Source: an optimization exercise on an open RTL-to-GDS flow (aim: small area, a short achievable clock period and few clock cycles). Production flows keep margins and buffers that such runs may drop.
The RTL was checked by simulation tests, not by an equivalence proof against the original design.
Power figures rest on the tool's default switching activity, not on a simulated workload.

==> design.v <==
`timescale 1ns/1ns
module risc_v(clk, rst, imem_addr, imem_rdata, dmem_addr, dmem_wdata, dmem_we, dmem_rdata);
    input clk, rst;
    output [31:0] imem_addr;
    input  [31:0] imem_rdata;
    output [31:0] dmem_addr;
    output [31:0] dmem_wdata;
    output dmem_we;
    input  [31:0] dmem_rdata;
    reg  [31:0] pc_f;
    wire [31:0] fi = imem_rdata;
    wire [2:0]  ff3 = fi[14:12];
    wire f_r    = (fi[6:2] == 5'b01100);
    wire f_i    = (fi[6:2] == 5'b00100);
    wire f_ld   = (fi[6:2] == 5'b00000);
    wire f_st   = (fi[6:2] == 5'b01000);
    wire f_br   = (fi[6:2] == 5'b11000);
    wire f_lui  = (fi[6:2] == 5'b01101);
    wire f_jal  = (fi[6:2] == 5'b11011);
    wire f_jalr = (fi[6:2] == 5'b11001);
    wire f_pred = f_jal | (f_br & fi[31]);
    wire [12:0] f_lo_j = {1'b0, pc_f[11:0]} + {1'b0, fi[20], fi[30:21], 1'b0};
    wire [12:0] f_lo_b = {1'b0, pc_f[11:0]} + {1'b0, fi[7], fi[30:25], fi[11:8], 1'b0};
    wire [11:0] f_lo   = f_jal ? f_lo_j[11:0] : f_lo_b[11:0];
    wire        f_c12  = f_jal ? f_lo_j[12] : f_lo_b[12];
    wire [31:0] f_seq  = pc_f + 32'd4;
    wire [31:0] f_next = f_pred ? {pc_f[31:12], f_lo} : f_seq;
    assign imem_addr = pc_f;
    wire r_we, r_ld, x_we;
    wire [4:0] rd_r, rd_x;
    wire f_use1 = ~(f_lui | f_jal);
    wire f_use2 = f_r | f_st | f_br;
    wire f_rhit_a = r_we & (rd_r == fi[19:15]) & f_use1;
    wire f_rhit_b = r_we & (rd_r == fi[24:20]) & f_use2;
    wire f_xhit_a = x_we & (rd_x == fi[19:15]) & f_use1;
    wire f_xhit_b = x_we & (rd_x == fi[24:20]) & f_use2;
    wire f_hold   = r_ld & (f_rhit_a | f_rhit_b);
    wire f_fx_a = f_rhit_a;
    wire f_fx_b = f_rhit_b;
    wire f_fm_a = f_xhit_a & ~f_rhit_a;
    wire f_fm_b = f_xhit_b & ~f_rhit_b;
    reg  [31:1] f_sel_a, f_sel_b;
    integer n;
    always @(*) begin
        for (n = 1; n < 32; n = n + 1) begin
            f_sel_a[n] = (fi[19:15] == n) & f_use1 & ~f_rhit_a & ~f_xhit_a;
            f_sel_b[n] = (fi[24:20] == n) & f_use2 & ~f_rhit_b & ~f_xhit_b;
        end
    end
    wire f_add  = f_ld | f_st | f_lui | f_jal | ((f_r | f_i) & (ff3 == 3'b000));
    wire f_slt  = (f_r | f_i) & (ff3[2:1] == 2'b01);
    wire f_xor  = (f_r | f_i) & (ff3 == 3'b100);
    wire f_or   = (f_r | f_i) & (ff3 == 3'b110);
    wire f_and  = (f_r | f_i) & (ff3 == 3'b111);
    wire f_sub  = f_r & fi[30] & (ff3 == 3'b000);
    wire f_sgn  = ~(~f_br & (ff3 == 3'b011));
    wire f_we   = (f_r | f_i | f_ld | f_lui | f_jal | f_jalr) & (fi[11:7] != 5'd0);
    reg  [31:0] ir, pc_r;
    reg         v_r;
    reg  [31:1] sel_a, sel_b;
    reg         fx_a, fx_b, fm_a, fm_b;
    reg         q_add, q_slt, q_xor, q_or, q_and, q_sub, q_sgn, q_we, q_ld, q_st;
    reg         q_br, q_jal, q_jalr, q_lui, q_r, q_pred, q_c12;
    assign rd_r = ir[11:7];
    assign r_we = v_r & q_we;
    assign r_ld = q_ld;
    wire [31:0] res, wd_m;
    reg  [31:0] rf [1:31];
    reg  [31:0] a_rf, b_rf;
    integer k;
    always @(*) begin
        a_rf = ({32{fx_a}} & res) | ({32{fm_a}} & wd_m);
        b_rf = ({32{fx_b}} & res) | ({32{fm_b}} & wd_m);
        for (k = 1; k < 32; k = k + 1) begin
            a_rf = a_rf | ({32{sel_a[k]}} & rf[k]);
            b_rf = b_rf | ({32{sel_b[k]}} & rf[k]);
        end
    end
    wire [31:0] pc4_r = pc_r + 32'd4;
    wire [31:0] tgt_r = pc_r + (q_jal ? {{12{ir[31]}}, ir[19:12], ir[20], ir[30:21], 1'b0}
                                      : {{20{ir[31]}}, ir[7], ir[30:25], ir[11:8], 1'b0});
    wire r_bad = q_pred & (q_jal ? ~((~q_c12 & ({ir[31], ir[19:12]} == 9'h000)) |
                                     ( q_c12 & ({ir[31], ir[19:12]} == 9'h1ff)))
                                 : (q_c12 != ir[31]));
    wire [31:0] a_r   = q_jal ? pc4_r : a_rf;
    wire [31:0] imm_r = q_lui ? {ir[31:12], 12'd0} :
                        q_st  ? {{20{ir[31]}}, ir[31:25], ir[11:7]} :
                                {{20{ir[31]}}, ir[31:20]};
    wire [31:0] opb_r = (q_r | q_br) ? b_rf : (q_jal ? 32'd0 : imm_r);
    wire [31:0] alt_r = (q_br & ~ir[31]) ? tgt_r : pc4_r;
    reg  [31:0] a, opb, b, alt;
    reg  [4:0]  rd;
    reg  [1:0]  ct;       
    reg         v_x, pt;
    reg         k_add, k_slt, k_xor, k_or, k_and, k_sub, k_sgn, k_we, k_ld, k_st;
    reg         k_br, k_jalr;
    assign rd_x = rd;
    assign x_we = v_x & k_we;
    wire [31:0] d = k_sub ? (a - opb) : (a + opb);
    wire [31:0] x = a ^ opb;
    wire [31:0] ca = {a[31] ^ k_sgn, a[30:0]};
    wire [31:0] cb = {opb[31] ^ k_sgn, opb[30:0]};
    wire [31:0] l0 = ~ca & cb;
    wire [31:0] e0 = ~(ca ^ cb);
    wire [15:0] l1, e1;
    wire [7:0]  l2, e2;
    wire [3:0]  l3, e3;
    wire [1:0]  l4, e4;
    genvar gi;
    generate
        for (gi = 0; gi < 16; gi = gi + 1) begin : c1
            assign l1[gi] = l0[2*gi+1] | (e0[2*gi+1] & l0[2*gi]);
            assign e1[gi] = e0[2*gi+1] & e0[2*gi];
        end
        for (gi = 0; gi < 8; gi = gi + 1) begin : c2
            assign l2[gi] = l1[2*gi+1] | (e1[2*gi+1] & l1[2*gi]);
            assign e2[gi] = e1[2*gi+1] & e1[2*gi];
        end
        for (gi = 0; gi < 4; gi = gi + 1) begin : c3
            assign l3[gi] = l2[2*gi+1] | (e2[2*gi+1] & l2[2*gi]);
            assign e3[gi] = e2[2*gi+1] & e2[2*gi];
        end
        for (gi = 0; gi < 2; gi = gi + 1) begin : c4
            assign l4[gi] = l3[2*gi+1] | (e3[2*gi+1] & l3[2*gi]);
            assign e4[gi] = e3[2*gi+1] & e3[2*gi];
        end
    endgenerate
    wire lt = l4[1] | (e4[1] & l4[0]);
    wire eq = e4[1] & e4[0];
    assign res = ({32{k_add}} & d) |
                 {31'd0, k_slt & lt} |
                 ({32{k_xor}} & x) |
                 ({32{k_or}} & (a | opb)) |
                 ({32{k_and}} & (a & opb)) |
                 ({32{k_jalr}} & alt);
    reg  cond;
    always @(*) begin
        case (ct)
            2'b00: cond = eq;
            2'b01: cond = ~eq;
            2'b10: cond = lt;
            default: cond = ~lt;
        endcase
    end
    wire x_redirect = v_x & (k_jalr | (k_br & (cond != pt)));
    wire [31:0] x_target = k_jalr ? d : alt;
    wire r_redirect = v_r & r_bad;
    reg  [31:0] res_m, wdata_m;
    reg  [4:0]  rd_m;
    reg         we_m, ld_m, st_m;
    assign dmem_addr  = res_m;
    assign dmem_wdata = wdata_m;
    assign dmem_we    = st_m;
    assign wd_m = ld_m ? dmem_rdata : res_m;
    always @(posedge clk) begin
        if (we_m) rf[rd_m] <= wd_m;
    end
    always @(posedge clk or posedge rst) begin
        if (rst) begin
            pc_f <= 32'd0;
            v_r  <= 1'b0;
            v_x  <= 1'b0;
            we_m <= 1'b0;
            ld_m <= 1'b0;
            st_m <= 1'b0;
        end else begin
            pc_f <= x_redirect ? x_target : (r_redirect ? tgt_r : (f_hold ? pc_f : f_next));
            v_r  <= ~x_redirect & ~r_redirect & ~f_hold;
            v_x  <= v_r & ~x_redirect;
            we_m <= x_we;
            ld_m <= v_x & k_ld;
            st_m <= v_x & k_st;
        end
    end
    always @(posedge clk) begin
        ir     <= fi;
        pc_r   <= pc_f;
        sel_a  <= f_sel_a;
        sel_b  <= f_sel_b;
        fx_a   <= f_fx_a;
        fx_b   <= f_fx_b;
        fm_a   <= f_fm_a;
        fm_b   <= f_fm_b;
        q_add  <= f_add;
        q_slt  <= f_slt;
        q_xor  <= f_xor;
        q_or   <= f_or;
        q_and  <= f_and;
        q_sub  <= f_sub;
        q_sgn  <= f_sgn;
        q_we   <= f_we;
        q_ld   <= f_ld;
        q_st   <= f_st;
        q_br   <= f_br;
        q_jal  <= f_jal;
        q_jalr <= f_jalr;
        q_lui  <= f_lui;
        q_r    <= f_r;
        q_pred <= f_pred;
        q_c12  <= f_c12;
        a      <= a_r;
        opb    <= opb_r;
        b      <= b_rf;
        alt    <= alt_r;
        rd     <= rd_r;
        ct     <= {ir[14], ir[12]};
        pt     <= ir[31];
        k_add  <= q_add;
        k_slt  <= q_slt;
        k_xor  <= q_xor;
        k_or   <= q_or;
        k_and  <= q_and;
        k_sub  <= q_sub;
        k_sgn  <= q_sgn;
        k_we   <= q_we;
        k_ld   <= q_ld;
        k_st   <= q_st;
        k_br   <= q_br;
        k_jalr <= q_jalr;
        res_m   <= res;
        wdata_m <= b;
        rd_m    <= rd;
    end
endmodule
==> run.sh <==
#!/bin/bash
# synth_recipe.tcl (not shown) runs the flow's synth.tcl, then flattens the netlist and writes it again
# the make line also repeats each setting of config.mk as NAME=value (left out here)
make -C /OpenROAD-flow-scripts/flow DESIGN_CONFIG=/design/flow/config.mk WORK_HOME=/design/flow/orfs CLKGATE_MAP_FILE= SYNTH_SCRIPT=/design/flow/synth_recipe.tcl finish
==> config.mk <==
export PLATFORM = sky130hd
export DESIGN_NAME = risc_v
export DESIGN_NICKNAME = risc_v
export VERILOG_FILES = /design/flow/design.v
export SDC_FILE = /design/flow/constraint.sdc
export NUM_CORES = 4
export LEC_CHECK = 0
export CAP_MARGIN = 20
export CORE_MARGIN = 2
export CORE_UTILIZATION = 40
export PLACE_DENSITY = 0.5
export SETUP_SLACK_MARGIN = 5
export SLEW_MARGIN = 20
==> constraint.sdc <==
create_clock -name core_clock -period 10.0 [get_ports {clk}]
set_input_delay 2.0000 -clock core_clock [delete_from_list [all_inputs] [get_ports {clk}]]
set_output_delay 2.0000 -clock core_clock [all_outputs]
set_load 0.01 [all_outputs]
==> impl_metrics.csv, run 1 <==
group,metric,value,unit
yosys,synth_xor_area_share,2.25,%
global_routing,grt_start_max_net_pins,56,
place,placed_area,65900,sq um
yosys,syn_area,61400,sq um
place,hpwl,181,mm
cells_and_area,final_cells,7201,
critical_path,crit_family,"compound AO/OA/AOI/OAI gates",
power_and_ir_drop,p_leak,24.6,nW
yosys,synth_ff_type,"edfxtp_1",
yosys,synth_compound_area_share,20.2,%
cells_and_area,finalInstanceArea,70900,sq um
clock_tree,clock_latency,810,ps
global_routing,antenna_found_initial,9,
place,portBuffers,160,
critical_path,critPathBufInv,0,
sta,fin_worst_skew,36.6,ps
power_and_ir_drop,p_int,10.8,mW
sta,slew_headroom,18.1,%
global_routing,busiest_layer,"met2",
clock_tree,post-cts-setup-buffers,0,
status,status,"complete, no violations",
yosys,synth_warnings,1,
sta,maxSlewViolCount,0,
yosys,synthCells,4878,
yosys,synth-edff-count,992,
die,start_util,40.4,%
critical_path,slowest_stage,"or4_4",
place,gp_congestion,0.947,
clock_tree,cts-buffers-inserted,151,
critical_path,endpoint_kind,"register",
global_routing,met2_usage,57.9,%
power_and_ir_drop,switching_share,29.6,%
detailed_routing,wire_per_inst,43.1,um
yosys,synth-seq-cells,1386,
critical_path,reg2reg_from,"opb[4]",
global_routing,track_usage,38.5,%
cells_and_area,drive_gt1_share,10.7,%
die,die_h,396,um
clock_tree,clockBufferDepth,3,
sta,post-route-period-util,48.7,%
critical_path,cpPeakStageDelay,580,ps
yosys,ys_seq_area_share,61.7,%
hold_path,hp-class,"register to register",
detailed_routing,wl,310,mm
die,core_area,152000,sq um
hold_path,hold_path_startpoint,"b[8]",
detailed_routing,firstDrtPassIters,9,
die,core.rowCount,143,
sta,tns,0,ps
critical_path,crit_arrival,5530,ps
clock_tree,path_clk_slew,60,ps
critical_path,r2r_setup_slack,5130,ps
clock_tree,root_buffer,"clkbuf_16",
critical_path,path_cells,"or4_4 > nor2_2 > and3_2 > a21oi_1 > xnor2_1 > ha_1 > a211oi_1 > nand2_1 > nor3_4 > a211oi_2 > o211ai_1 > nand3_1 > a311o_1 > a221o_1 > o2bb2ai_1",
yosys,synth_cell_types,85,
yosys,synth_top_family_by_area,"compound AO/OA/AOI/OAI gates",
yosys,synth_nets,5123,
cells_and_area,nets,5292,
sta,setup_viol_count_final,0,
critical_path,crit_fanout,6,
power_and_ir_drop,switchingPower,4.53,mW
power_and_ir_drop,power_density,216,nW/um^2
global_routing,met1_usage,48.1,%
detailed_routing,remaining_drc_errors,0,
detailed_routing,viasPerCell,7.11,
critical_path,path_class,"register to register",
yosys,ys_async_sr_fraction,2.67,%
die,die_x,396,um
power_and_ir_drop,ir_drop,184,uV
power_and_ir_drop,p_comb_share,17.9,%
detailed_routing,antenna_left,0,
die,num_io_pins,163,
power_and_ir_drop,fin_total_pwr,15.3,mW
global_routing,gr-total-overflow,0,
sta,hold_viol,0,
clock_tree,htree_levels,4,
global_routing,grt_pass1_vias,48488,
global_routing,met3_usage,12.8,%
sta,rsz0062_at_grt,"yes",
die,dieArea,157000,sq um
critical_path,critical_path_required,10650,ps
critical_path,worst_setup_path_start_kind,"register",
power_and_ir_drop,clockPowerShare,36.6,%
power_and_ir_drop,p_seq_share,45.4,%
cells_and_area,area_growth,15.5,%
clock_tree,postCtsHoldBufs,0,
global_routing,grt_pass1_wl,415,mm
sta,fmax,0.205,GHz
yosys,synth.area.mux_share,1.22,%
sta,tightest_slew,1230,ps
clock_tree,cts_num_sinks,1386,
yosys,avgSynthCellArea,12.6,sq um
yosys,synth_adder_area_share,3.70,%
sta,holdWs,310,ps
sta,finalCriticalPeriod,4870,ps
critical_path,crit_start,"opb[4]",
yosys,synthSimpleGateAreaFrac,8.37,%
detailed_routing,first_iter_violations,9847,
clock_tree,tritoncts,"done",
run,drv_cap,0,
place,dp_cells,6924,
detailed_routing,vias,51216,
-- worst register-to-register path: stages, from the launching register on --
cell and delay (ps):
dfxtp_1 370, or4_4 580, nor2_2 280, and3_2 340, a21oi_1 110, xnor2_1 210, ha_1 340, a211oi_1 270
nand2_1 190, nor3_4 300, a211oi_2 180, o211ai_1 390, nand3_1 190, a311o_1 490, a221o_1 370, o2bb2ai_1 150
-- cell families after synthesis --
family	Yosys count
AO/OA/AOI/OAI	1660
adder cells (fa/ha/maj)	179
XOR/XNOR	158
AND/OR/NAND/NOR	1001
flip-flops	1386
buffers and inverters	424
multiplexers	70
-- area by class of cell --
class,instances,area (sq um)
tap,2030,2540
inverter,125,469
clock inverter,69,624
timing repair buffer,315,2780
antenna,6,15.0
fill,13700,81200
clock buffer,202,4210
multi-input combinational,3068,22300
sequential,1386,38000
-- cell usage after synthesis, types with 42 or more instances --
cell type	number	area share (%)
edfxtp_1	992	49
a22oi_1	623	7.6
dfxtp_1	357	12
clkbuf_1	243	1.5
a21oi_1	209	1.7
nand2_1	209	1.3
nor2_1	208	1.3
a221oi_1	197	2.8
nand3_1	178	1.5
ha_1	175	3.6
a22o_1	174	2.5
nand4_1	142	1.4
inv_1	122	0.75
o21ai_0	120	0.98
xnor2_1	108	1.5
buf_1	50	0.31
xor2_1	50	0.71
a21o_1	43	0.53
nor3_1	42	0.34
-- per-stage QoR --
| step | setup slack, ps | util, % |
|---|---|---|
| 4_1_cts | 4940 | 46.5 |
| 6_report | 5130 | 46.6 |
| 3_3_place_gp | 4430 | 43.3 |
| 5_1_grt | 5000 | 46.6 |
| 2_1_floorplan | 5860 | - |
| 3_5_place_dp | 4430 | 43.3 |
-- state kept, by name, summed over array words and instances (netlist names), 2 cells and up --
register / count
opb: 32
pc_f: 32
rd: 5
wdata_m: 32
ir: 25
pc_r: 32
alt: 32
sel_b: 31
rf: 992
ct: 2
res_m: 32
rd_m: 5
b: 32
sel_a: 31
a: 32
-- path summary, 6_finish.rpt --
check / to / cells past startpoint
worst max register to register: opb[29] / 15
worst min register to register: wdata_m[8] / 0
worst max-delay path: opb[29] / 15
max in group asynchronous: pc_f[22] / 3
worst min-delay path: wdata_m[8] / 0
min in group asynchronous: st_m / 3
-- cells in the final DEF, fill, tap and decap left out, types with 39 or more instances in the layout --
master	synthesis	routed
inv_1	122	121
dfxtp_1	357	289
clkbuf_16	0	158
dfxtp_2	0	67
edfxtp_1	992	992
ha_1	175	175
xor2_1	50	50
xnor2_1	108	108
a22o_1	174	174
a22oi_1	623	623
nand3_1	178	177
a21o_1	43	43
nor2_1	208	176
a21oi_1	209	209
buf_4	1	154
or4_1	39	39
a221oi_1	197	195
clkdlybuf4s50_1	0	160
o21ai_0	120	120
nand4_1	142	142
nand2_1	209	209
-- power by group through the flow --
stage / logic (mW) / registers [mW] / clock network (mW)
final: 2.74 / 6.94 / 5.60
after global routing: 2.95 / 6.97 / 5.84
after CTS: 2.67 / 6.93 / 5.62
after detailed placement: 2.65 / 7.05 / 0
after global placement: 2.65 / 7.05 / 0
after floorplan: 1.61 / 6.93 / 0
-- metal layers --
layer  wire, um  part of all wire (%)
met5         89                 0.029
met3      42200                    14
met4      23700                   7.6
met1     112000                    36
met2     133000                    43
-- repair_timing --
item,in CTS,in global routing
setup endpoints to repair,17,28
pin swaps,0,1
resized for setup,7,13
Testbench counts, summed over its fixed seeds: cycles 32,738.
==> run 2, diff against run 1 <==
==> flow/run.sh (new file) <==
#!/bin/bash
set -euo pipefail
bash standard.sh SETUP_SLACK_MARGIN=6 finish > standard_flow.log 2>&1
==> standard.sh (new file) <==
#!/bin/bash
# synth_recipe.tcl (not shown) runs the flow's synth.tcl, then flattens the netlist and writes it again
# the make line also repeats each setting of config.mk as NAME=value (left out here)
make -C /OpenROAD-flow-scripts/flow DESIGN_CONFIG=/design/flow/config.mk WORK_HOME=/design/flow/orfs CLKGATE_MAP_FILE= SYNTH_SCRIPT=/design/flow/synth_recipe.tcl "${@:-finish}"
--- a/config.mk
+++ b/config.mk
@@ -11,3 +11,2 @@
 export PLACE_DENSITY = 0.5
-export SETUP_SLACK_MARGIN = 5
 export SLEW_MARGIN = 20
removed: run.sh
==> run 2 against run 1 <==
The layout now fails its checks (max-capacitance violations, max-slew violations); first-iteration DRC count is 2.7% lower; synthesized area stayed put; cell count is 1.6% higher; global-route usage is 0.17 points higher; fmax is 14% higher; via count is 1.6% higher; setup slack better by 590 ps; largest power group unchanged.
==> impl_metrics.csv, run 2 <==
group,metric,value,unit
clock_tree,clock_latency,810,ps
sta,hold_viol,0,
place,portBuffers,160,
yosys,synthDominantAreaCellType,"edfxtp_1",
critical_path,crit_fanout,6,
cells_and_area,layout_commonest_cell,"edfxtp_1",
yosys,yosysMostFrequentCell,"edfxtp_1",
power_and_ir_drop,p_int,11.1,mW
cells_and_area,final_cells,7317,
detailed_routing,antenna_left,0,
detailed_routing,first_iter_violations,9583,
detailed_routing,wire_per_inst,42.6,um
detailed_routing,vias,52017,
run,drv_cap,1,
power_and_ir_drop,ir_drop,199,uV
yosys,synth-edff-count,992,
critical_path,crit_family,"compound AO/OA/AOI/OAI gates",
power_and_ir_drop,p_comb_share,19.5,%
place,hpwl,177,mm
critical_path,crit_arrival,4940,ps
die,core_area,152000,sq um
yosys,ys_seq_area_share,61.7,%
power_and_ir_drop,p_leak,25.4,nW
critical_path,endpoint_kind,"register",
detailed_routing,wl,312,mm
critical_path,slowest_stage,"or4_4",
clock_tree,cts_num_sinks,1386,
yosys,ys_async_sr_fraction,2.67,%
sta,slew_headroom,-1.52,%
die,die_x,396,um
global_routing,grt_start_max_net_pins,54,
clock_tree,clockBufferDepth,3,
power_and_ir_drop,p_seq_share,44.2,%
critical_path,path_class,"register to register",
yosys,synth-seq-cells,1386,
sta,fin_worst_skew,27.0,ps
critical_path,critPathBufInv,1,
place,dp_cells,6911,
global_routing,grt_pass1_wl,418,mm
yosys,synth_common_cells,"edfxtp_1, a22oi_1, dfxtp_1",
yosys,synth_cell_types,85,
critical_path,path_cells,"or4_4 > nor2_4 > and3_4 > a31oi_1 > xnor2_1 > ha_4 > and3_4 > nand4_1 > buf_4 > a211oi_4 > o211ai_1 > a21o_1 > a311o_1 > a221o_1 > o2bb2ai_1",
cells_and_area,drive_gt1_share,15.6,%
power_and_ir_drop,switchingPower,4.69,mW
status,status,"finished with violations",
yosys,syn_area,61400,sq um
yosys,synth_warnings,1,
die,num_io_pins,163,
hold_path,min_path_cells,0,
critical_path,cp.depth,15,
yosys,synth_compound_area_share,20.2,%
sta,tns,0,ps
yosys,synth_adder_area_share,3.70,%
sta,rsz0062_at_grt,"yes",
sta,tightest_slew,1480,ps
cells_and_area,nets,5398,
sta,maxSlewViolCount,1,
yosys,synth_ff_type,"edfxtp_1",
cells_and_area,final_cell_mix,"edfxtp_1, a22oi_1, dfxtp_1",
yosys,synthCells,4878,
sta,finalCriticalPeriod,4280,ps
yosys,synth.area.mux_share,1.22,%
clock_tree,tritoncts,"done",
global_routing,gr-total-overflow,0,
yosys,synth_xor_area_share,2.25,%
yosys,synth_top_family_by_area,"compound AO/OA/AOI/OAI gates",
power_and_ir_drop,switching_share,29.8,%
detailed_routing,viasPerCell,7.11,
critical_path,critical_path_required,10660,ps
critical_path,reg2reg_depth,15,
critical_path,cpPeakStageDelay,580,ps
cells_and_area,max_flop_register,"rf",
global_routing,grt_pass1_vias,49489,
detailed_routing,remaining_drc_errors,0,
power_and_ir_drop,clockPowerShare,36.3,%
critical_path,worst_setup_path_start_kind,"register",
die,dieArea,157000,sq um
sta,setup_viol_count_final,0,
yosys,avgSynthCellArea,12.6,sq um
cells_and_area,fin_util,48.0,%
status,violations,"max-capacitance violations, max-slew violations",
yosys,synthTopCellsByArea,"edfxtp_1, dfxtp_1, a22oi_1",
yosys,synth_nets,5123,
cells_and_area,largest_reg_flops,992,
critical_path,path_common_cell,"and3_4",
global_routing,antenna_found_initial,11,
clock_tree,root_buffer,"clkbuf_16",
power_and_ir_drop,power_density,215,nW/um^2
yosys,synth_top_cell_area_share,48.5,%
place,gp_congestion,0.967,
yosys,synthSimpleGateAreaFrac,8.37,%
global_routing,track_usage,38.7,%
clock_tree,htree_levels,4,
detailed_routing,firstDrtPassIters,9,
cells_and_area,area_growth,19.0,%
sta,post-route-period-util,42.8,%
hold_path,hp-class,"register to register",
sta,fmax,0.233,GHz
die,core.rowCount,143,
die,start_util,40.4,%
clock_tree,cts-buffers-inserted,150,
clock_tree,path_clk_slew,60,ps
die,die_h,396,um
-- run 2: cell counts after synthesis --
No cell type changed its count.
-- run 2: power groups by stage --
stage	clock [mW]	sequential (mW)	combinational [mW]
5_1_grt	5.97	6.98	3.28
4_1_cts	5.74	6.94	2.82
6_report	5.72	6.95	3.07
3_5_place_dp	0	7.05	2.65
2_1_floorplan	0	6.93	1.61
3_3_place_gp	0	7.06	2.64
-- run 2: what timing repair did --
action,CTS,global route
endpoints found under the setup margin,136,100
pin swaps,61,71
setup buffers,62,57
cloned,1,0
gates resized for setup,141,143
hold buffers,0,0
-- run 2: final timing paths --
kind                              from     endpoint  slack [ps]
worst max-delay path            opb[2]      opb[29]        5720
worst max register to register  opb[2]      opb[29]        5720
worst min-delay path             b[28]  wdata_m[28]         330
max in group asynchronous          rst      pc_f[5]        7850
worst min register to register   b[28]  wdata_m[28]         330
min in group asynchronous          rst         we_m        1670
-- run 2: layout make-up --
class | count | area [sq um]
Clock buffer | 179 | 4020
Fill cell | 13570 | 79000
Timing Repair Buffer | 422 | 3720
Multi-Input combinational cell | 3068 | 23400
Clock inverter | 95 | 932
Tap cell | 2030 | 2540
Sequential cell | 1386 | 38000
Antenna cell | 12 | 30.0
Inverter | 125 | 477
-- run 2: layer usage --
metal  wire length [um]  vias up  GRT usage [%]
met2             134000     4650           58.0
met5                210        -          0.893
met4              23200       12           24.0
met1             110000    25881           47.5
met3              44200     1231           13.9
li1                   -    20243              -
-- run 2: per-stage QoR --
step / worst slack (ps) / hold WS (ps) / power, mW / area, sq um
floorplan: 6000 / 310 / 8.54 / 61400
global placement: 4400 / 312 / 9.70 / 65800
detailed placement: 4350 / 312 / 9.70 / 65900
CTS: 5770 / 327 / 15.5 / 71900
global route: 5700 / 330 / 16.2 / 73000
finish: 5720 / 326 / 15.7 / 73100
-- run 2: kinds of logic (layout without fill, tap and decap cells) --
family	count (synthesis)	after routing
AOI/OAI and AO/OA	1660	1660
adders and majority gates	179	179
xor gates and xnor gates	158	158
muxes	70	70
other	0	12
and+or+nand+nor	1001	1001
buffers and inverters	424	821
DFF	1386	1386
==> run 3, diff against run 2 <==
--- a/config.mk
+++ b/config.mk
@@ -7,3 +7,3 @@
 export LEC_CHECK = 0
-export CAP_MARGIN = 20
+export CAP_MARGIN = 40
 export CORE_MARGIN = 2
@@ -11,2 +11,2 @@
 export PLACE_DENSITY = 0.5
-export SLEW_MARGIN = 20
+export SLEW_MARGIN = 40
==> run 3 against run 2 <==
The run now finishes clean; global-route usage barely moved; sequential power barely moved; core utilization rose by 0.19 points; clock power rose by 2%; non-clock buffer count fell by 1; setup slack got worse by 32 ps; cell area rose by 0.40%; register-to-register slack got worse by 30 ps; total power rose by 0.58%; synthesized area did not move; largest cell class unchanged; largest power group unchanged.
==> impl_metrics.csv, run 3 <==
group,metric,value,unit
status,status,"complete, no violations",
place,place_ws,4620,ps
detailed_routing,met3_length,44.0,mm
detailed_routing,first_iter_violations,9650,
die,die_x,396,um
critical_path,worst_setup_path_start_kind,"register",
hold_path,hp-class,"register to register",
yosys,synth_common_cells,"edfxtp_1, a22oi_1, dfxtp_1",
yosys,synth_warnings,1,
global_routing,grt_pass1_wl,417,mm
place,hpwl,179,mm
die,num_io_pins,163,
yosys,synthCells,4878,
power_and_ir_drop,fin_total_pwr,15.8,mW
clock_tree,cts_num_sinks,1386,
die,die_h,396,um
critical_path,crit_family,"simple AND/OR/NAND/NOR gates",
die,start_util,40.4,%
cells_and_area,area_growth,19.5,%
yosys,syn_area,61400,sq um
detailed_routing,firstDrtPassIters,10,
critical_path,path_class,"register to register",
critical_path,critical_path_required,10690,ps
power_and_ir_drop,p_int,11.2,mW
sta,maxSlewViolCount,0,
yosys,avgSynthCellArea,12.6,sq um
yosys,synth-edff-count,992,
power_and_ir_drop,p_seq_share,43.9,%
detailed_routing,wl_met2,134,mm
yosys,synth_ff_type,"edfxtp_1",
clock_tree,clock_latency,810,ps
global_routing,grt_start_max_net_pins,54,
die,core.rowCount,143,
clock_tree,root_buffer,"clkbuf_16",
cells_and_area,nets,5400,
yosys,synth-seq-cells,1386,
detailed_routing,remaining_drc_errors,0,
clock_tree,htree_levels,4,
cells_and_area,layout_commonest_cell,"edfxtp_1",
power_and_ir_drop,switching_share,29.5,%
critical_path,slowest_stage,"or4_4",
sta,finalCriticalPeriod,4310,ps
global_routing,track_usage,38.7,%
cells_and_area,num-fill-cells,13586,
critical_path,critPathBufInv,0,
critical_path,crit_arrival,5010,ps
sta,fin_worst_skew,28.5,ps
clock_tree,path_clk_slew,60,ps
detailed_routing,wl,312,mm
sta,hold_viol,0,
cells_and_area,max_flop_register,"rf",
detailed_routing,wl_met1,111,mm
yosys,ys_async_sr_fraction,2.67,%
global_routing,antenna_found_initial,13,
place,portBuffers,160,
critical_path,endpoint_kind,"register",
power_and_ir_drop,p_leak,25.5,nW
die,core_area,152000,sq um
sta,tns,0,ps
detailed_routing,wire_per_inst,42.7,um
power_and_ir_drop,clockPowerShare,36.9,%
cells_and_area,drive_gt1_share,15.6,%
cells_and_area,final_cell_mix,"edfxtp_1, a22oi_1, dfxtp_1",
clock_tree,cts-buffers-inserted,152,
sta,rsz0062_at_grt,"yes",
yosys,synthDominantAreaCellType,"edfxtp_1",
power_and_ir_drop,power_density,216,nW/um^2
sta,slew_headroom,29.6,%
sta,setup_slack,5690,ps
yosys,ys_seq_area_share,61.7,%
yosys,synth_cell_types,85,
sta,setup_viol_count_final,0,
sta,tightest_slew,1050,ps
die,dieArea,157000,sq um
run,drv_cap,0,
clock_tree,clockBufferDepth,3,
power_and_ir_drop,p_comb_share,19.2,%
clock_tree,tritoncts,"done",
sta,post-route-period-util,43.1,%
yosys,synth_top_cell_area_share,48.5,%
critical_path,cpPeakStageDelay,570,ps
global_routing,gr-total-overflow,0,
sta,fmax,0.232,GHz
detailed_routing,viasPerCell,7.14,
critical_path,crit_fanout,6,
power_and_ir_drop,switchingPower,4.67,mW
detailed_routing,routed.top_layer,"met5",
power_and_ir_drop,ir_drop,197,uV
place,gp_congestion,0.967,
detailed_routing,vias,52286,
critical_path,path_cells,"or4_4 > and4b_4 > a31oi_1 > xnor2_1 > ha_1 > and3_4 > nand4_1 > or2_0 > a211o_4 > a21oi_2 > o21a_1 > nor2_2 > a2111o_1 > o21a_1",
critical_path,path_common_cell,"o21a_1",
yosys,synthTopCellsByArea,"edfxtp_1, dfxtp_1, a22oi_1",
yosys,yosysMostFrequentCell,"edfxtp_1",
global_routing,grt_pass1_vias,49295,
cells_and_area,largest_reg_flops,992,
detailed_routing,antenna_left,0,
yosys,synth_nets,5123,
clock_tree,postCtsHoldBufs,0,
==> run 3: kinds of logic after synthesis <==
kind of cell               synth area share (%)
AOI/OAI and AO/OA                          20.2
xor gates and xnor gates                   2.25
DFF                                        61.7
muxes                                      1.22
buffers and inverters                      2.61
adders and majority gates                  3.70
and+or+nand+nor                            8.37
==> run 3: what timing repair did <==
action | CTS | global route
setup endpoints to repair | 136 | 101
resized for setup | 137 | 131
setup buffers | 60 | 49
pin swaps | 58 | 47
gates cloned | 1 | 1
endpoints found under the hold margin | 0 | 0
==> run 3: worst register-to-register path, delay by kind of cell (launching register included) <==
family | cells | cell delay, ps
xor+xnor | 1 | 150
compound gates | 6 | 1520
flops | 1 | 340
fa+ha+maj | 1 | 350
simple gates | 6 | 1850
==> run 3: stage by stage <==
step / instance area [sq um] / hold slack [ps] / utilization [%] / std cells
after global placement: 65800 / 312 / 43.3 / 6911
after floorplan: 61400 / 310 / - / 4878
after detailed placement: 66200 / 312 / 43.5 / 6919
final: 73300 / 325 / 48.2 / 7323
after global routing: 73300 / 330 / 48.2 / 7316
after CTS: 72400 / 325 / 47.6 / 7256
==> run 3: cell type report <==
class,instances,area (sq um),share of cell area (%)
antenna,16,40.0,0.0546
timing repair buffer,421,3870,5.27
clock buffer,193,4080,5.57
multi-input combinational,3069,23400,31.8
tap,2030,2540,3.46
sequential,1386,38000,51.8
inverter,125,479,0.653
clock inverter,83,997,1.36
==> run 3: metal layers <==
metal  vias up  global-route usage (%)
met5         -                   0.924
met2      4653                    57.9
li1      20271                       -
met4        12                    23.5
met1     26082                    48.0
met3      1268                    13.5
==> run 3: path summary, 6_finish.rpt <==
| path | startpoint | cells past startpoint | slack (ps) | end |
|---|---|---|---|---|
| max | opb[3] | 14 | 5690 | opb[31] |
| min | b[0] | 0 | 330 | wdata_m[0] |
| max reg2reg | opb[3] | 14 | 5690 | opb[31] |
| min reg2reg | b[0] | 0 | 330 | wdata_m[0] |
| max in group asynchronous | rst | 3 | 7840 | pc_f[22] |
| min in group asynchronous | rst | 3 | 1670 | st_m |
==> run 3: power by group through the flow <==
stage / combinational, mW / sequential [mW] / clock (mW)
5_1_grt: 3.24 / 6.98 / 6.09
2_1_floorplan: 1.61 / 6.93 / 0
6_report: 3.03 / 6.95 / 5.85
3_5_place_dp: 2.65 / 7.05 / 0
4_1_cts: 2.81 / 6.94 / 5.86
3_3_place_gp: 2.64 / 7.06 / 0
==> run 4, diff against run 3 <==
--- a/config.mk
+++ b/config.mk
@@ -12 +12,2 @@
 export SLEW_MARGIN = 40
+export TNS_END_PERCENT = 30
==> run 4 against run 3 <==
Cell count shrank 0.20%; still clean; register-to-register slack worse by 70 ps; setup slack got worse by 67 ps; synthesized area unchanged; wire length fell by 0.60%; flip-flop and latch count unchanged; largest power group unchanged; via count fell by 0.85%; die area unchanged; largest cell class unchanged.
==> impl_metrics.csv, run 4 <==
group,metric,value,unit
status,status,"complete, no violations",
detailed_routing,wl,311,mm
yosys,synth-seq-cells,1386,
clock_tree,path_clk_slew,60,ps
global_routing,busiest_layer,"met2",
yosys,synth-edff-count,992,
detailed_routing,firstDrtPassIters,10,
place,portBuffers,160,
yosys,ys_async_sr_fraction,2.67,%
place,gp_congestion,0.981,
die,start_util,40.4,%
die,dieArea,157000,sq um
yosys,synthCells,4878,
global_routing,track_usage,38.5,%
yosys,synth_nets,5123,
power_and_ir_drop,switchingPower,4.63,mW
yosys,synth_cell_types,85,
power_and_ir_drop,p_comb_share,19.1,%
yosys,syn_area,61400,sq um
power_and_ir_drop,switching_share,29.7,%
detailed_routing,antenna_left,0,
sta,fmax,0.228,GHz
yosys,synthTopCellsByArea,"edfxtp_1, dfxtp_1, a22oi_1",
sta,hold_viol,0,
global_routing,met1_usage,48.1,%
sta,tightest_slew,1050,ps
global_routing,antenna_found_initial,12,
global_routing,gr-total-overflow,0,
sta,tns,0,ps
power_and_ir_drop,p_int,11.0,mW
cells_and_area,area_growth,18.6,%
power_and_ir_drop,clockPowerShare,36.4,%
die,core_area,152000,sq um
clock_tree,clockBufferDepth,3,
die,core.rowCount,143,
clock_tree,root_buffer,"clkbuf_16",
power_and_ir_drop,p_leak,25.3,nW
cells_and_area,final-seq-area,38000,sq um
cells_and_area,drive_gt1_share,14.7,%
sta,setup_slack,5620,ps
sta,fin_worst_skew,25.2,ps
global_routing,met2_usage,58.0,%
global_routing,met3_usage,12.3,%
yosys,synth_common_cells,"edfxtp_1, a22oi_1, dfxtp_1",
power_and_ir_drop,p_seq_share,44.6,%
critical_path,crit_fanout,7,
detailed_routing,viasPerCell,7.09,
cells_and_area,final_cell_mix,"edfxtp_1, a22oi_1, dfxtp_1",
critical_path,crit_arrival,5050,ps
yosys,synth_top_cell_area_share,48.5,%
cells_and_area,nets,5383,
yosys,yosysMostFrequentCell,"edfxtp_1",
sta,setup_viol_count_final,0,
critical_path,critical_path_required,10670,ps
critical_path,endpoint_kind,"register",
clock_tree,cts-buffers-inserted,149,
yosys,synthDominantAreaCellType,"edfxtp_1",
sta,slew_headroom,30.3,%
critical_path,critPathBufInv,0,
cells_and_area,multi_input_area,23100,sq um
run,drv_cap,0,
cells_and_area,num-fill-cells,13534,
critical_path,slowest_stage,"or4_4",
yosys,synth_warnings,1,
die,die_x,396,um
die,num_io_pins,163,
critical_path,path_class,"register to register",
die,die_h,396,um
cells_and_area,largest_reg_flops,992,
clock_tree,cts_num_sinks,1386,
sta,finalCriticalPeriod,4380,ps
sta,rsz0062_at_grt,"yes",
hold_path,hp-class,"register to register",
yosys,avgSynthCellArea,12.6,sq um
critical_path,crit_family,"compound AO/OA/AOI/OAI gates",
place,hpwl,180,mm
detailed_routing,first_iter_violations,9821,
cells_and_area,layout_commonest_cell,"edfxtp_1",
place,place_ws,4550,ps
global_routing,grt_pass1_wl,415,mm
clock_tree,tritoncts,"done",
clock_tree,clock_latency,810,ps
global_routing,grt_start_max_net_pins,55,
critical_path,worst_setup_path_start_kind,"register",
critical_path,cpPeakStageDelay,590,ps
yosys,ys_seq_area_share,61.7,%
detailed_routing,wire_per_inst,42.5,um
sta,post-route-period-util,43.8,%
critical_path,path_cells,"or4_4 > nor2_4 > and3_4 > a41oi_1 > xnor2_1 > ha_4 > a21o_4 > a21oi_1 > a211oi_1 > nand2b_4 > o211ai_1 > nand3_2 > a311o_1 > a221o_1 > o2bb2ai_1",
yosys,synth_ff_type,"edfxtp_1",
detailed_routing,vias,51841,
global_routing,grt_pass1_vias,49284,
detailed_routing,remaining_drc_errors,0,
clock_tree,htree_levels,4,
cells_and_area,max_flop_register,"rf",
power_and_ir_drop,power_density,214,nW/um^2
power_and_ir_drop,ir_drop,187,uV
sta,maxSlewViolCount,0,
## run 4: cell counts after synthesis
No cell type changed its count.
## run 4: cell families after synthesis
| group | share of synthesized area (%) |
|---|---|
| compound gates | 20.2 |
| xor+xnor | 2.25 |
| fa+ha+maj | 3.70 |
| buf+inv | 2.61 |
| flops | 61.7 |
| mux | 1.22 |
| simple gates | 8.37 |
## run 4: layout make-up
class / count / share of cell area [%]
Multi-Input combinational cell: 3068 / 31.8
Clock buffer: 201 / 5.76
Sequential cell: 1386 / 52.2
Tap cell: 2030 / 3.49
Inverter: 125 / 0.657
Timing Repair Buffer: 408 / 5.08
Clock inverter: 75 / 0.997
Antenna cell: 15 / 0.0516
## run 4: worst register-to-register path, delay by kind of cell (launching register included)
kind | cells | cell delay [ps]
AND/OR/NAND/NOR | 5 | 1300
flip-flops | 1 | 360
AO/OA/AOI/OAI | 8 | 2040
adder cells (fa/ha/maj) | 1 | 280
XOR/XNOR | 1 | 280
## run 4: power by group through the flow
stage	logic (mW)	clock network (mW)	registers, mW
global route	3.18	5.91	6.98
CTS	2.81	5.69	6.94
global placement	2.64	0	7.06
floorplan	1.61	0	6.93
finish	2.97	5.67	6.95
detailed placement	2.65	0	7.05
## run 4: through the flow
| step | area (sq um) | power (mW) | util [%] | hold slack (ps) | std cells |
|---|---|---|---|---|---|
| after floorplan | 61400 | 8.54 | - | 310 | 4878 |
| after global placement | 65900 | 9.70 | 43.3 | 311 | 6919 |
| after detailed placement | 66100 | 9.70 | 43.5 | 312 | 6924 |
| after CTS | 72100 | 15.4 | 47.4 | 312 | 7262 |
| after global routing | 72700 | 16.1 | 47.8 | 315 | 7303 |
| final | 72800 | 15.6 | 47.8 | 323 | 7308 |
## run 4: final timing paths
path / from / end / slack [ps] / depth (start not counted)
max reg2reg: opb[5] / opb[29] / 5620 / 15
min in group asynchronous: rst / st_m / 1670 / 3
max in group asynchronous: rst / pc_f[21] / 7860 / 3
min: b[16] / wdata_m[16] / 320 / 0
max: opb[5] / opb[29] / 5620 / 15
min reg2reg: b[16] / wdata_m[16] / 320 / 0
## run 4: metal layers
layer  wire (um)  share of wire [%]  vias up
met5         201              0.065        -
met4       23300                7.5       16
met3       42100                 14     1229
met2      134000                 43     4607
met1      111000                 36    25757
li1            -                  -    20232
## run 4: what timing repair did
item,CTS,global route
resized for setup,136,92
buffers inserted,62,29
pin swaps,55,53
endpoints found under the setup margin,135,105
hold buffers,0,0
==> run 5, diff against run 4 <==
--- a/config.mk
+++ b/config.mk
@@ -9,5 +9,4 @@
 export CORE_MARGIN = 2
-export CORE_UTILIZATION = 40
-export PLACE_DENSITY = 0.5
+export CORE_UTILIZATION = 50
+export PLACE_DENSITY = 0.6
 export SLEW_MARGIN = 40
-export TNS_END_PERCENT = 30
==> run 5 against run 4 <==
Wire length down 6.4%; setup slack better by 80 ps; critical path type unchanged; global-route usage up 6.4 points; synthesized area unchanged; cell area down 0.31%; still clean; non-clock buffer count down 10; clock power down 3%; largest power group unchanged.
==> impl_metrics.csv, run 5 <==
group,metric,value,unit
cells_and_area,num-fill-cells,9675,
global_routing,track_usage,44.9,%
clock_tree,clockBufferDepth,3,
critical_path,path_class,"register to register",
critical_path,r2r_end,"opb[29]",
yosys,synth_warnings,1,
yosys,avgSynthCellArea,12.6,sq um
detailed_routing,wire_per_inst,42.2,um
hold_path,hp-class,"register to register",
die,die_x,354,um
clock_tree,cts-buffers-inserted,148,
power_and_ir_drop,fin_total_pwr,15.5,mW
cells_and_area,area_growth,18.2,%
detailed_routing,viasPerCell,7.59,
clock_tree,cts_num_sinks,1386,
critical_path,endpoint_kind,"register",
critical_path,reg2reg_depth,17,
detailed_routing,antenna_left,0,
detailed_routing,remaining_drc_errors,0,
die,die_h,354,um
sta,holdWs,320,ps
clock_tree,clock_latency,810,ps
yosys,synthCells,4878,
global_routing,met1_usage,54.8,%
yosys,synth_nets,5123,
power_and_ir_drop,ir_drop,196,uV
critical_path,r2r_setup_slack,5700,ps
die,num_io_pins,163,
hold_path,min_path_cells,0,
yosys,synth_ff_type,"edfxtp_1",
power_and_ir_drop,p_leak,25.4,nW
clock_tree,postCtsHoldBufs,0,
detailed_routing,first_iter_violations,10901,
global_routing,gr-total-overflow,0,
die,dieArea,126000,sq um
yosys,synth_cell_types,85,
power_and_ir_drop,switching_share,29.7,%
global_routing,met3_usage,18.9,%
critical_path,critPathBufInv,2,
global_routing,antenna_found_initial,12,
place,dp_cells,6507,
yosys,syn_area,61400,sq um
cells_and_area,fin_util,59.6,%
sta,maxSlewViolCount,0,
critical_path,path_common_cell,"a21o_1",
place,portBuffers,160,
cells_and_area,final_cell_mix,"edfxtp_1, a22oi_1, dfxtp_1",
critical_path,reg2reg_from,"opb[5]",
sta,post-route-period-util,43.0,%
place,hpwl,164,mm
sta,rsz0062_at_grt,"yes",
cells_and_area,drive_gt1_share,15.1,%
place,gp_congestion,0.971,
clock_tree,tritoncts,"done",
critical_path,crit_family,"compound AO/OA/AOI/OAI gates",
cells_and_area,final_cells,6886,
critical_path,cpPeakStageDelay,570,ps
power_and_ir_drop,p_seq_share,44.9,%
critical_path,critical_path_required,10650,ps
global_routing,grt_pass1_wl,391,mm
yosys,synth_top_cell_area_share,48.5,%
sta,slew_headroom,29.2,%
die,core_area,122000,sq um
sta,fmax,0.232,GHz
sta,setup_viol_count_final,0,
global_routing,busiest_layer,"met2",
critical_path,slowest_stage,"or4_4",
critical_path,path_cells,"or4_4 > nor2_4 > and3_4 > buf_6 > a31oi_4 > xnor2_2 > ha_4 > buf_4 > a21o_1 > a21oi_2 > a211oi_1 > nand2b_4 > o211ai_1 > a21o_1 > a311o_1 > a221o_1 > o2bb2ai_1",
power_and_ir_drop,p_int,10.9,mW
critical_path,worst_setup_path_start_kind,"register",
power_and_ir_drop,clockPowerShare,35.7,%
power_and_ir_drop,power_density,213,nW/um^2
sta,tightest_slew,1060,ps
place,place_ws,4600,ps
power_and_ir_drop,switchingPower,4.59,mW
hold_path,holdPathEnd,"wdata_m[31]",
global_routing,grt_pass1_vias,49435,
cells_and_area,finalInstanceArea,72500,sq um
critical_path,crit_fanout,4,
cells_and_area,largest_reg_flops,992,
power_and_ir_drop,p_comb_share,19.4,%
global_routing,grt_start_max_net_pins,55,
run,drv_cap,0,
sta,setup_slack,5700,ps
die,core.rowCount,128,
cells_and_area,nets,5374,
yosys,ys_seq_area_share,61.7,%
detailed_routing,vias,52286,
yosys,synth-seq-cells,1386,
sta,tns,0,ps
cells_and_area,max_flop_register,"rf",
cells_and_area,layout_commonest_cell,"edfxtp_1",
yosys,synth-edff-count,992,
global_routing,met2_usage,65.6,%
yosys,synth_common_cells,"edfxtp_1, a22oi_1, dfxtp_1",
yosys,yosysMostFrequentCell,"edfxtp_1",
sta,finalCriticalPeriod,4300,ps
clock_tree,htree_levels,4,
place,placed_area,65600,sq um
clock_tree,path_clk_slew,60,ps
die,start_util,50.4,%
sta,fin_worst_skew,43.7,ps
clock_tree,root_buffer,"clkbuf_16",
detailed_routing,firstDrtPassIters,12,
critical_path,crit_arrival,4950,ps
hold_path,hold_path_startpoint,"b[31]",
yosys,synthTopCellsByArea,"edfxtp_1, dfxtp_1, a22oi_1",
detailed_routing,wl,290,mm
sta,hold_viol,0,
yosys,synthDominantAreaCellType,"edfxtp_1",
yosys,ys_async_sr_fraction,2.67,%
status,status,"complete, no violations",
## run 5: cell families after synthesis
logic type | synth area share, %
AO/OA/AOI/OAI | 20.2
XOR/XNOR | 2.25
buffers and inverters | 2.61
multiplexers | 1.22
AND/OR/NAND/NOR | 8.37
flip-flops | 61.7
adder cells (fa/ha/maj) | 3.70
## run 5: area by class of cell
class                           instances  area [sq um]  share of cell area, %
Antenna cell                           11          27.5                 0.0380
Clock buffer                          201          4200                   5.79
Clock inverter                         70           609                  0.840
Inverter                              125           487                  0.671
Multi-Input combinational cell       3070         23400                   32.3
Sequential cell                      1386         38000                   52.4
Tap cell                             1625          2030                   2.80
Timing Repair Buffer                  398          3760                   5.19
## run 5: repair_timing
item / CTS / global route
cloned: 1 / 1
pin swaps: 52 / 70
buffers inserted: 49 / 42
gates resized for setup: 122 / 167
setup endpoints to repair: 131 / 102
## run 5: power by group through the flow
| stage | combinational, mW | sequential, mW | clock [mW] |
|---|---|---|---|
| finish | 3.00 | 6.94 | 5.51 |
| global route | 3.19 | 6.97 | 5.74 |
| CTS | 2.74 | 6.93 | 5.50 |
| detailed placement | 2.60 | 7.04 | 0 |
| global placement | 2.59 | 7.04 | 0 |
| floorplan | 1.61 | 6.93 | 0 |
## run 5: per-layer routing
layer  up-vias  wire length [um]
li1      20227                 -
met5         -               277
met3      1457             46900
met2      5247            122000
met1     25337             98400
met4        18             23300
## run 5: worst register-to-register path, stage by stage, from the launching register on
cell	delay, ps
dfxtp_4	350
or4_4	570
nor2_4	190
and3_4	270
buf_6	120
a31oi_4	90
xnor2_2	170
ha_4	310
buf_4	110
a21o_1	170
a21oi_2	90
a211oi_1	300
nand2b_4	220
o211ai_1	150
a21o_1	210
a311o_1	380
a221o_1	350
o2bb2ai_1	130
## run 5: how the worst max path moves through the flow
stage | from | to | slack, ps | cells after the start
after global routing | opb[14] | opb[29] | 5620 | 16
after floorplan | imem_rdata[3] | pc_f[31] | 6000 | 11
final | opb[5] | opb[29] | 5700 | 17
after CTS | opb[3] | opb[29] | 5750 | 15
after detailed placement | imem_rdata[22] | pc_f[28] | 4600 | 11
after global placement | imem_rdata[23] | pc_f[11] | 4600 | 11

afterwards: timing with drivers on the ports:
No port has a modelled driver above. Below, the same layouts with a new extraction and two added sets of constraints.
Step 1 sets driving cells, clkbuf_16 on the clock port and buf_2 on the other inputs (assumed; they add their load-dependent delay and slew).
Step 2 also shifts input and output timing later by t, the mid clock arrival at the registers, as if the neighbouring blocks saw the same clock.
Slacks: ideal / step 1 / step 2; pairs: ideal / step 1.
run | t, ns | slack for setup (ns) | latest minus earliest clock arrival (ns) | cell pins on the clock port's net
run 1 | 0.866 | 5.126 / 5.126 / 4.508 | 0.036 / 0.036 | 1
run 2 | 0.885 | 5.717 / 5.717 / 5.290 | 0.031 / 0.030 | 1
run 3 | 0.877 | 5.685 / 5.685 / 5.272 | 0.028 / 0.029 | 1
run 4 | 0.885 | 5.619 / 5.619 / 5.228 | 0.029 / 0.030 | 1
run 5 | 0.864 | 5.698 / 5.698 / 5.271 | 0.045 / 0.044 | 1
The setup slack of run 1, which loses most, moves by 0.000 ns with the drivers and by -0.618 ns with both steps.
